What follows belongs to an exercise in optimizing a design on an open flow for small area; a production flow would make more cautious choices.
RTL that was checked went through simulation tests only; none was proved equivalent to the original.
Power figures rest on the tool's default switching activity, not on a simulated workload.

==> build 92 <==
==> flow/design.v (excerpt) <==
module TopModule(
	input clk,
	input rst,
	output hbEnA, 
	output hbEnB, 
	output hbIn1, 
	output hbIn2, 
	output hbIn3,
	output hbIn4,
	input RFS, 
	input RRS,
	input RMS,
	input LFS, 
	input LRS,
	input LMS,
	output sevenSeg0, 
	output sevenSeg1, 
	output sevenSeg2, 
	output sevenSeg3,
	input pushBtn1,
	input pushBtn2,
	input pushBtn3,
	input pushBtn4,
	input bandPass1k,
	input bandPass1_5k,
	input bandPass2k,
	input bandPass2_5k,
	input bandPass3k,
	input colDetF,
	input colDetR, 
	output led1,
	output led2,
	output led3,
	output txData
	);
clock: 10.0 ns
lec_check: 0
cap_margin: 20
core_margin: 2
core_utilization: 40
cts_buf_list: sky130_fd_sc_hd__clkbuf_16
cts_cluster_diameter: 80
cts_cluster_size: 30
slew_margin: 20
standard.sh (not shown) runs the stock make flow with config.mk's settings and CLKGATE_MAP_FILE= SYNTH_SCRIPT=/design/flow/synth_recipe.tcl, a recipe that flattens the netlist after the stock synthesis.
==> flow/flow/run.sh <==
#!/bin/bash
# Layout flow: the standard flow, except that
# - after the standard synthesis the combinational logic is re-mapped for area
#   (flow/reopt.tcl); registers keep their cells and names;
# - ports are buffered with the smallest buffer (BUFFER_PORTS_ARGS);
# - clock tree synthesis runs without dummy loads (CTS_ARGS).
set -euo pipefail
R=orfs/results/${FLOW_PLATFORM}/TopModule/base
bash standard.sh synth > standard_synth.log 2>&1
cp "$R/1_2_yosys.v" std_synth.v
yosys -c flow/reopt.tcl > reopt.log 2>&1
cp reopt.v "$R/1_2_yosys.v"
bash standard.sh \
  "BUFFER_PORTS_ARGS=-buffer_cell sky130_fd_sc_hd__buf_1" \
  "CTS_ARGS=-sink_clustering_enable -repair_clock_nets -dont_use_dummy_load -buf_list sky130_fd_sc_hd__clkbuf_16 -sink_clustering_size 30 -sink_clustering_max_diameter 80" \
  finish > standard_layout.log 2>&1
==> flow/flow/reopt.tcl <==
# Re-map the standard synthesis netlist's combinational logic for area.
# Reads std_synth.v, writes reopt.v. Flip-flops stay as they are (same
# instances, cells and names); every other cell is flattened to its function
# and mapped again by ABC with an area-oriented script.
yosys -import
set lib $::env(FLOW_HOME)/platforms/sky130hd/lib/sky130_fd_sc_hd__tt_025C_1v80.lib
set dont_use {}
foreach c {probe_p_8 probec_p_8 lpflow_bleeder_1
  lpflow_clkbufkapwr_1 lpflow_clkbufkapwr_16 lpflow_clkbufkapwr_2 lpflow_clkbufkapwr_4 lpflow_clkbufkapwr_8
  lpflow_clkinvkapwr_1 lpflow_clkinvkapwr_16 lpflow_clkinvkapwr_2 lpflow_clkinvkapwr_4 lpflow_clkinvkapwr_8
  lpflow_decapkapwr_12 lpflow_decapkapwr_3 lpflow_decapkapwr_4 lpflow_decapkapwr_6 lpflow_decapkapwr_8
  lpflow_inputiso0n_1 lpflow_inputiso0p_1 lpflow_inputiso1n_1 lpflow_inputiso1p_1 lpflow_inputisolatch_1
  lpflow_isobufsrc_1 lpflow_isobufsrc_16 lpflow_isobufsrc_2 lpflow_isobufsrc_4 lpflow_isobufsrc_8
  lpflow_isobufsrckapwr_16 lpflow_lsbuf_lh_hl_isowell_tap_1 lpflow_lsbuf_lh_hl_isowell_tap_2
  lpflow_lsbuf_lh_hl_isowell_tap_4 lpflow_lsbuf_lh_isowell_4 lpflow_lsbuf_lh_isowell_tap_1
  lpflow_lsbuf_lh_isowell_tap_2 lpflow_lsbuf_lh_isowell_tap_4} {
  lappend dont_use -dont_use sky130_fd_sc_hd__$c
}

read_liberty -ignore_miss_func $lib
# keep sequential cells as they are
blackbox sky130_fd_sc_hd__df* sky130_fd_sc_hd__edf* sky130_fd_sc_hd__sdf* sky130_fd_sc_hd__sedf* sky130_fd_sc_hd__dl*
read_verilog std_synth.v
hierarchy -check -top $::env(FLOW_TOP)
flatten
opt_clean
tee -o std_stat.txt stat -liberty $lib
techmap
opt -fast
abc -liberty $lib {*}$dont_use -script "+strash;&get,-n;&st;&deepsyn,-J,30,-T,300;&dch,-f;&nf,-p,-R,1000;&put"
opt_clean -purge
hilomap -singleton -hicell sky130_fd_sc_hd__conb_1 HI -locell sky130_fd_sc_hd__conb_1 LO
insbuf -buf sky130_fd_sc_hd__buf_4 A X
splitnets
opt_clean -purge
tee -o reopt_stat.txt stat -liberty $lib
write_verilog -noattr -nohex -nodec reopt.v

# the written netlist must be complete: every cell a library cell, no undriven net
design -reset
read_liberty -lib $lib
read_verilog reopt.v
hierarchy -check -top $::env(FLOW_TOP)
check -assert -mapped
==> build 6 (differences from build 92) <==
--- a/flow/design.v
+++ b/flow/design.v
@@ -608,52 +608,49 @@
 		.txData (txData)
 	);
 	always @(posedge clk)begin
 		if(rst)begin
 			prepCount <= 0;
 			clearScreenCounter <= 0;
 			longClear <= 0;
 			notEmpty <= 0;
-			capDir <= 0;
-			capDirState <= 0;
-			capDriveState <= 0;
-			capJunctionState <= 0;
-			capToneDir <= 0;
 		end
 		else begin
 			if(prepCount == W_IDLE)begin
 				if(!notEmpty)
 					prepCount <= prepNext;
 			end
 			else if(prepCount == W_CLEAR)
 				prepCount <= W_IDLE;
 			else
 				prepCount <= prepNext;
 			if(prepCount == W_FIRST)
 				notEmpty <= 1;
 			else if(lastRead)
 				notEmpty <= 0;
-			if(prepCount == W_DIR) capDir <= dirControl[3:2];
-			if(prepCount == W_STATE) capDirState <= dirState;
-			if(prepCount == W_DRIVE) capDriveState <= driveState;
-			if(prepCount == W_JUNC) capJunctionState <= junctionState;
-			if(prepCount == W_TONE) capToneDir <= toneDir;
 			if(prepCount == W_CLEAR)begin
 				if(clearScreenCounter == CLEAR_COUNT_END)begin
 					clearScreenCounter <= 0;
 					longClear <= 1;
 				end
 				else begin
 					clearScreenCounter <= {clearScreenCounter[3:0], ~(clearScreenCounter[4] ^ clearScreenCounter[2])};
 					longClear <= 0;
 				end
 			end
 		end
 	end
+	always @(posedge clk)begin
+		if(prepCount == W_DIR) capDir <= dirControl[3:2];
+		if(prepCount == W_STATE) capDirState <= dirState;
+		if(prepCount == W_DRIVE) capDriveState <= driveState;
+		if(prepCount == W_JUNC) capJunctionState <= junctionState;
+		if(prepCount == W_TONE) capToneDir <= toneDir;
+	end
 endmodule
 `timescale 1ns / 1ps
 module PulseWidthModulation(
 		input clk,
 		input rst,
 		output reg fullSpeedPwm,
 		output reg veerSpeedPwm,
 		output reg ninetySpeedPwm
@@ -695,17 +692,20 @@
 	 input pushBtn2,
 	 input pushBtn3,
 	 input pushBtn4,
 	 input rawBandPass1k,
 	 input rawBandPass1_5k,
 	 input rawBandPass2k,
 	 input rawBandPass2_5k,
 	 input rawBandPass3k,
-	 output reg [2:0] toneDir
+	 output reg [2:0] toneDir,
+	 input [14:0] stopCount,
+	 output stopAdvance,
+	 output toneClear
     );
 parameter PWM_FULL_SPEED_PERCENT_ON = 80;
 parameter PWM_HARD_SPEED_PERCENT_ON = 80;
 parameter PWM_VEER_SPEED_PERCENT_ON = 42;
 parameter PWM_NINETY_SPEED_PERCENT_ON = 50;
 parameter PWM_NINETY_FAST_SPEED_PERCENT_ON = 80;
 parameter PWM_FREQUENCY  = 80;
 parameter PWM_COUNT_FREQ = 50_000/(PWM_FREQUENCY);
@@ -776,72 +776,59 @@
 parameter NINETY_LEFT = 4'b01_11;
 parameter PROCEED = 4'b00_00;
 parameter STOP = 4'b11_11;
 	localparam [14:0] TONE_HELD = 15'h6f73;  
 	function [14:0] step;
 		input [14:0] q;
 		step = {q[13:0], ~(q[14] ^ q[13])};
 	endfunction
-	reg [14:0] stopCount;
 	reg [14:0] leftCount;
 	reg [14:0] rightCount;
 	reg [14:0] reverseCount;
 	reg [14:0] straightCount;
 	reg [4:0] bufferBandPass;
 	reg [4:0] bandPass;
 	wire isStop = bandPass[0];
 	wire isStraight = !isStop && (pushBtn1 || bandPass[1]);
 	wire isLeft = !isStop && !isStraight && (pushBtn2 || bandPass[2]);
 	wire isRight = !isStop && !isStraight && !isLeft && (pushBtn3 || bandPass[3]);
 	wire isReverse = !isStop && !isStraight && !isLeft && !isRight && (pushBtn4 || bandPass[4]);
 	wire hit = (isStop && stopCount == TONE_HELD) ||
 	           (isStraight && straightCount == TONE_HELD) ||
 	           (isLeft && leftCount == TONE_HELD) ||
 	           (isRight && rightCount == TONE_HELD) ||
 	           (isReverse && reverseCount == TONE_HELD);
+	assign stopAdvance = isStop;
+	assign toneClear = !enableToneDetection || hit;
 	always@(posedge clk)begin
-	if(rst)begin
-		bufferBandPass <= 0;
-		bandPass <= 0;
-		toneDir <= TD_HOLD;
-		stopCount <= 0;
-		leftCount <= 0;
-		rightCount <= 0;
-		reverseCount <= 0;
-		straightCount <= 0;
-	end
-	else begin
 		bufferBandPass <= {rawBandPass3k, rawBandPass2_5k, rawBandPass2k, rawBandPass1_5k, rawBandPass1k};
 		bandPass <= bufferBandPass;
 		if(!enableToneDetection || hit)begin
-			stopCount <= 0;
 			leftCount <= 0;
 			rightCount <= 0;
 			reverseCount <= 0;
 			straightCount <= 0;
 		end
 		else begin
-			if(isStop) stopCount <= step(stopCount);
 			if(isStraight) straightCount <= step(straightCount);
 			if(isLeft) leftCount <= step(leftCount);
 			if(isRight) rightCount <= step(rightCount);
 			if(isReverse) reverseCount <= step(reverseCount);
 		end
 		if(!enableToneDetection)
 			toneDir <= TD_HOLD;
 		else if(hit)begin
 			if(isStop) toneDir <= TD_STOP;
 			else if(isStraight) toneDir <= TD_FORWARD;
 			else if(isLeft) toneDir <= TD_LEFT;
 			else if(isRight) toneDir <= TD_RIGHT;
 			else toneDir <= TD_REVERSE;
 		end
 	end
-	end
 endmodule
 `timescale 1ns / 1ps
 module CollisionDetection(
 	input clk,
 	input rst,
 	input direction,
 	input colDetFrontRaw,
 	input colDetRearRaw,
@@ -1210,17 +1197,20 @@
 	output hbIn3,
 	output hbIn4,
 	output reg enableToneDetection,
 	output reg hbEnA,
 	output reg hbEnB,
 	output reg [1:0] driveState,
 	output reg direction,
 	output reg [1:0] junctionState,
-	input [1:0] leadSense
+	input [1:0] leadSense,
+	input stopAdvance,
+	input toneClear,
+	output [14:0] stopCount
 	);
 parameter PWM_FULL_SPEED_PERCENT_ON = 80;
 parameter PWM_HARD_SPEED_PERCENT_ON = 80;
 parameter PWM_VEER_SPEED_PERCENT_ON = 42;
 parameter PWM_NINETY_SPEED_PERCENT_ON = 50;
 parameter PWM_NINETY_FAST_SPEED_PERCENT_ON = 80;
 parameter PWM_FREQUENCY  = 80;
 parameter PWM_COUNT_FREQ = 50_000/(PWM_FREQUENCY);
@@ -1287,134 +1277,153 @@
 parameter HARD_RIGHT = 4'b10_10;
 parameter NINETY_RIGHT = 4'b10_11;
 parameter VEER_LEFT = 4'b01_01;
 parameter HARD_LEFT = 4'b01_10;
 parameter NINETY_LEFT = 4'b01_11;
 parameter PROCEED = 4'b00_00;
 parameter STOP = 4'b11_11;
 	reg dirPrev;
-	reg [3:0] regHbDrive;
+	reg hbA;       
+	reg hbB;       
+	reg hbStop;    
 	reg [2:0] junctionManeuver;
 	reg [16:0] timer;
 	reg straightPhase;
 	localparam [16:0] T_25000 = 17'h13f18;
 	localparam [16:0] T_50000 = 17'h0bbc3;
 	localparam [16:0] T_74999 = 17'h1f5cd;
 	localparam [16:0] T_125000 = 17'h11d08;
 	wire [16:0] timerNext = {timer[15:0], ~(timer[16] ^ timer[13])};
+	wire [16:0] stopNext = {timer[15:0], ~(timer[14] ^ timer[13])};
+	assign stopCount = timer[14:0];
 	wire [3:0] regHbRight = dirPrev ? HB_RIGHT : ~HB_RIGHT;
 	wire [3:0] regHbLeft = dirPrev ? HB_LEFT : ~HB_LEFT;
 	wire [3:0] regHbStraight = dirPrev ? HB_STRAIGHT : ~HB_STRAIGHT;
-	assign hbIn1 = regHbDrive[0];
-	assign hbIn2 = regHbDrive[1];
-	assign hbIn3 = regHbDrive[2];
-	assign hbIn4 = regHbDrive[3];
+	assign hbIn1 = hbA;
+	assign hbIn2 = !hbA && !hbStop;
+	assign hbIn3 = hbB;
+	assign hbIn4 = !hbB && !hbStop;
+	task setHb;
+		input [3:0] pattern;
+		begin
+			hbA <= pattern[0];
+			hbB <= pattern[2];
+			hbStop <= (pattern == HB_STOP);
+		end
+	endtask
+	always @(posedge clk)
+		dirPrev <= direction;
 	always @(posedge clk) begin
 	if(rst)begin
 		enableToneDetection <= 0;
 		hbEnA <= 0;
 		hbEnB <= 0;
 		driveState <= DRIVE;
 		direction <= FORWARDS;
-		dirPrev <= FORWARDS;
-		regHbDrive <= 0;
+		hbA <= 0;
+		hbB <= 0;
+		hbStop <= 1;
 		junctionState <= J_COMPLETE;
 		junctionManeuver <= TD_HOLD;
 		timer <= 0;
 		straightPhase <= 0;
 	end
 	else begin
-		dirPrev <= direction;
 		case(driveState)
 			DRIVE: begin
 				if(!colDetect) begin
 					driveState <= COLLISION;
 				end
 				else if(dirControl[3:2] == DC_TURN_LEFT)begin
 					if(dirControl[1:0] == DC_VEER)begin
 						hbEnA <= veerSpeedPwm;
 						hbEnB <= fullSpeedPwm;
-						regHbDrive <= regHbStraight;
+						setHb(regHbStraight);
 					end
 					else if(dirControl[1:0] == DC_HARD) begin
 						hbEnA <= veerSpeedPwm;
 						hbEnB <= fullSpeedPwm;
-						regHbDrive <= regHbLeft;
+						setHb(regHbLeft);
 					end
 					else if(dirControl[1:0] == DC_STOP) begin
 						hbEnA <= (direction == FORWARDS) ? ninetySpeedPwm : fullSpeedPwm;
 						hbEnB <= ninetySpeedPwm;
-						regHbDrive <= regHbLeft;
+						setHb(regHbLeft);
 					end
 				end
 				else if(dirControl[3:2] == DC_TURN_RIGHT) begin
 					if(dirControl[1:0] == DC_VEER) begin
 						hbEnA <= fullSpeedPwm;
 						hbEnB <= veerSpeedPwm;
-						regHbDrive <= regHbStraight;
+						setHb(regHbStraight);
 					end
 					else if(dirControl[1:0] == DC_HARD) begin
 						hbEnA <= fullSpeedPwm;
 						hbEnB <= veerSpeedPwm;
-						regHbDrive <= regHbRight;
+						setHb(regHbRight);
 					end
 					else if(dirControl[1:0] == DC_STOP) begin
 						hbEnA <= ninetySpeedPwm;
 						hbEnB <= (direction == FORWARDS) ? ninetySpeedPwm : fullSpeedPwm;
-						regHbDrive <= regHbRight;
+						setHb(regHbRight);
 					end
 				end
 				else if(dirControl[3:2] == DC_PROCEED) begin
 					if(dirControl[1:0] == 2'b00) begin
 						hbEnA <= fullSpeedPwm;
 						hbEnB <= fullSpeedPwm;
-						regHbDrive <= regHbStraight;
+						setHb(regHbStraight);
 					end
 				end
 				else begin
 					hbEnA <= 0;
 					hbEnB <= 0;
-					regHbDrive <= HB_STOP;
+					setHb(HB_STOP);
 					driveState <= JUNCTION;
 				end
 			end
 			COLLISION: begin
 				if (colDetect) begin
 					timer <= timerNext;
 					if (timer == T_25000) begin
 						driveState <= DRIVE;
 						timer <= 0;
 					end
 				end
 				hbEnA <= fullSpeedPwm;
 				hbEnB <= fullSpeedPwm;
-				regHbDrive <= HB_STOP;
+				setHb(HB_STOP);
 			end
 			JUNCTION: begin
 				case(junctionState)
 					J_DETECT: begin
 						enableToneDetection <= 1;
 						if(toneDir <= TD_STOP)begin
 							junctionState <= J_MANEUVER;
 							junctionManeuver <= toneDir;
+							timer <= 0;
 						end
+						else if(toneClear)
+							timer <= 0;
+						else if(stopAdvance)
+							timer <= stopNext;
 						if(toneDir == TD_FORWARD)
 							direction <= FORWARDS;
 						else if(toneDir == TD_REVERSE)
 							direction <= REVERSE;
 					end
 					J_MANEUVER: begin
 						enableToneDetection <= 0;
 						timer <= timerNext;
 						if(junctionManeuver == TD_FORWARD || junctionManeuver == TD_REVERSE)begin
 							if(timer != T_50000)begin
 								hbEnA <= fullSpeedPwm;
 								hbEnB <= fullSpeedPwm;
-								regHbDrive <= regHbStraight;
+								setHb(regHbStraight);
 								if(leadSense)begin
 									driveState <= DRIVE;
 									junctionState <= J_COMPLETE;
 									timer <= 0;
 									straightPhase <= 0;
 								end
 							end
 							else begin
@@ -1423,24 +1432,24 @@
 								junctionState <= J_COMPLETE;
 								driveState <= DRIVE;
 							end
 						end
 						else if(junctionManeuver == TD_LEFT || junctionManeuver == TD_RIGHT)begin
 							if(!straightPhase)begin
 								hbEnA <= ninetySpeedPwm;
 								hbEnB <= ninetySpeedPwm;
-								regHbDrive <= (junctionManeuver == TD_LEFT) ? regHbLeft : regHbRight;
+								setHb((junctionManeuver == TD_LEFT) ? regHbLeft : regHbRight);
 								if(timer == T_74999)
 									straightPhase <= 1;
 							end
 							else if(timer != T_125000)begin
 								hbEnA <= fullSpeedPwm;
 								hbEnB <= fullSpeedPwm;
-								regHbDrive <= regHbStraight;
+								setHb(regHbStraight);
 								if(leadSense)begin
 									driveState <= DRIVE;
 									junctionState <= J_COMPLETE;
 									timer <= 0;
 									straightPhase <= 0;
 								end
 							end
 							else begin
@@ -1449,17 +1458,17 @@
 								junctionState <= J_COMPLETE;
 								driveState <= DRIVE;
 							end
 						end
 						else if(junctionManeuver == TD_STOP)begin
 							if(timer != T_25000)begin
 								hbEnA <= fullSpeedPwm;
 								hbEnB <= fullSpeedPwm;
-								regHbDrive <= HB_STOP;
+								setHb(HB_STOP);
 							end
 							else begin
 								timer <= 0;
 								straightPhase <= 0;
 								junctionState <= J_COMPLETE;
 								driveState <= DRIVE;
 							end
 						end
@@ -1521,16 +1530,19 @@
 	wire ninetySpeedPwm;
 	wire [2:0] toneDir;
 	wire [1:0] driveState;
 	wire direction;
 	wire enableToneDetection;
 	wire [1:0] junctionState;
 	wire [1:0] dirState;
 	wire [1:0] leadSense;
+	wire [14:0] stopCount;
+	wire stopAdvance;
+	wire toneClear;
 	assign sevenSeg0 = 1;
 	assign sevenSeg1 = 1;
 	assign sevenSeg2 = 1;
 	assign sevenSeg3 = 1;
 	DirectionControl myDirectionControl(
 		.clk (clk),
 		.rst (rst),
 		.RFS (RFS),
@@ -1563,17 +1575,20 @@
 		.pushBtn2 (pushBtn2),
 		.pushBtn3 (pushBtn3),
 		.pushBtn4 (pushBtn4),
 		.rawBandPass1k (bandPass1k),
 		.rawBandPass1_5k (bandPass1_5k),
 		.rawBandPass2k (bandPass2k),
 		.rawBandPass2_5k (bandPass2_5k),
 		.rawBandPass3k (bandPass3k),
-		.toneDir (toneDir)
+		.toneDir (toneDir),
+		.stopCount (stopCount),
+		.stopAdvance (stopAdvance),
+		.toneClear (toneClear)
 	);
 	UART myUART(
 		.clk (clk),
 		.rst (rst),
 		.dirControl (dirControl),
 		.driveState (driveState),
 		.txData (txData),
 		.junctionState (junctionState),
@@ -1601,11 +1616,14 @@
 		.hbIn3 (hbIn3),
 		.hbIn4 (hbIn4),
 		.hbEnA (hbEnA),
 		.hbEnB (hbEnB),
 		.driveState (driveState),
 		.direction (direction),
 		.enableToneDetection (enableToneDetection),
 		.junctionState (junctionState),
-		.leadSense (leadSense)
+		.leadSense (leadSense),
+		.stopAdvance (stopAdvance),
+		.toneClear (toneClear),
+		.stopCount (stopCount)
 	);
 endmodule
--- a/flow/flow/reopt.tcl
+++ b/flow/flow/reopt.tcl
@@ -22,17 +22,17 @@
 blackbox sky130_fd_sc_hd__df* sky130_fd_sc_hd__edf* sky130_fd_sc_hd__sdf* sky130_fd_sc_hd__sedf* sky130_fd_sc_hd__dl*
 read_verilog std_synth.v
 hierarchy -check -top $::env(FLOW_TOP)
 flatten
 opt_clean
 tee -o std_stat.txt stat -liberty $lib
 techmap
 opt -fast
-abc -liberty $lib {*}$dont_use -script "+strash;&get,-n;&st;&deepsyn,-J,30,-T,300;&dch,-f;&nf,-p,-R,1000;&put"
+abc -liberty $lib {*}$dont_use -script "+strash;&get,-n;&st;&deepsyn,-J,30,-T,300;&put;dch,-f;amap;mfs2;&get,-n;&dch,-f;&nf,-p,-R,1000;&put"
 opt_clean -purge
 hilomap -singleton -hicell sky130_fd_sc_hd__conb_1 HI -locell sky130_fd_sc_hd__conb_1 LO
 insbuf -buf sky130_fd_sc_hd__buf_4 A X
 splitnets
 opt_clean -purge
 tee -o reopt_stat.txt stat -liberty $lib
 write_verilog -noattr -nohex -nodec reopt.v
 
==> comparison table <==
item	build 6	build 92
Power dissipated by switching net loads	357 uW	424 uW
Run status	finished clean	finished clean
Total clock network power	519 uW	561 uW
Fillers	2,615	2,743
Wire length reported by the detailed router	32.1 mm	32.2 mm
Worst setup slack for register-to-register paths	5.42 ns	5.32 ns
Grt met2 use	33.8%	32.9%
Multi-input gate share of total cell area	48.8%	48.8%
Met2 layer wire length in the routed design	13.7 mm	14.0 mm
Vias per Instance	6.17	6.06
Maximum ir drop on the vdd rail	0.000125 V	0.000131 V
Placed Cells incl. Taps	1,579	1,661
Area of combinational cells with multiple inputs	5680 sq um	5960 sq um
Die Span X	168 um	172 um
Critical path buffer and inverter count	1	0
GR Util met1	30.8%	29.8%
Chip Height	168 um	172 um
The RTL of build 92 was laid out without a check of its function.

==> afterwards: timing with drivers on the ports <==
The results above use ideal ports. As a check the final layouts listed here were re-extracted and re-timed, cells and wires unchanged.
Step 1 sets driving cells, clkbuf_16 on the clock port and buf_2 on the other inputs (assumed; they add their load-dependent delay and slew).
Step 2 also shifts input and output timing later by t, the mid clock arrival at the registers, as if the neighbouring blocks saw the same clock.
Three values: no drivers, after step 1, after step 2; two values: the first two.
| run | t (ns) | setup WS [ns] | hold slack, ns | cell pins on the clock port's net |
|---|---|---|---|---|
| build 92 | 0.520 | 5.317 / 5.317 / 5.317 | 0.439 / 0.439 / 0.439 | 1 |
| build 6 | 0.502 | 4.955 / 4.971 / 4.468 | 0.337 / 0.337 / 0.337 | 1 |
After both steps setup and hold are still met in every run listed. The setup slack of build 6, which loses most, moves by +0.016 ns with the drivers and by -0.487 ns with both steps.
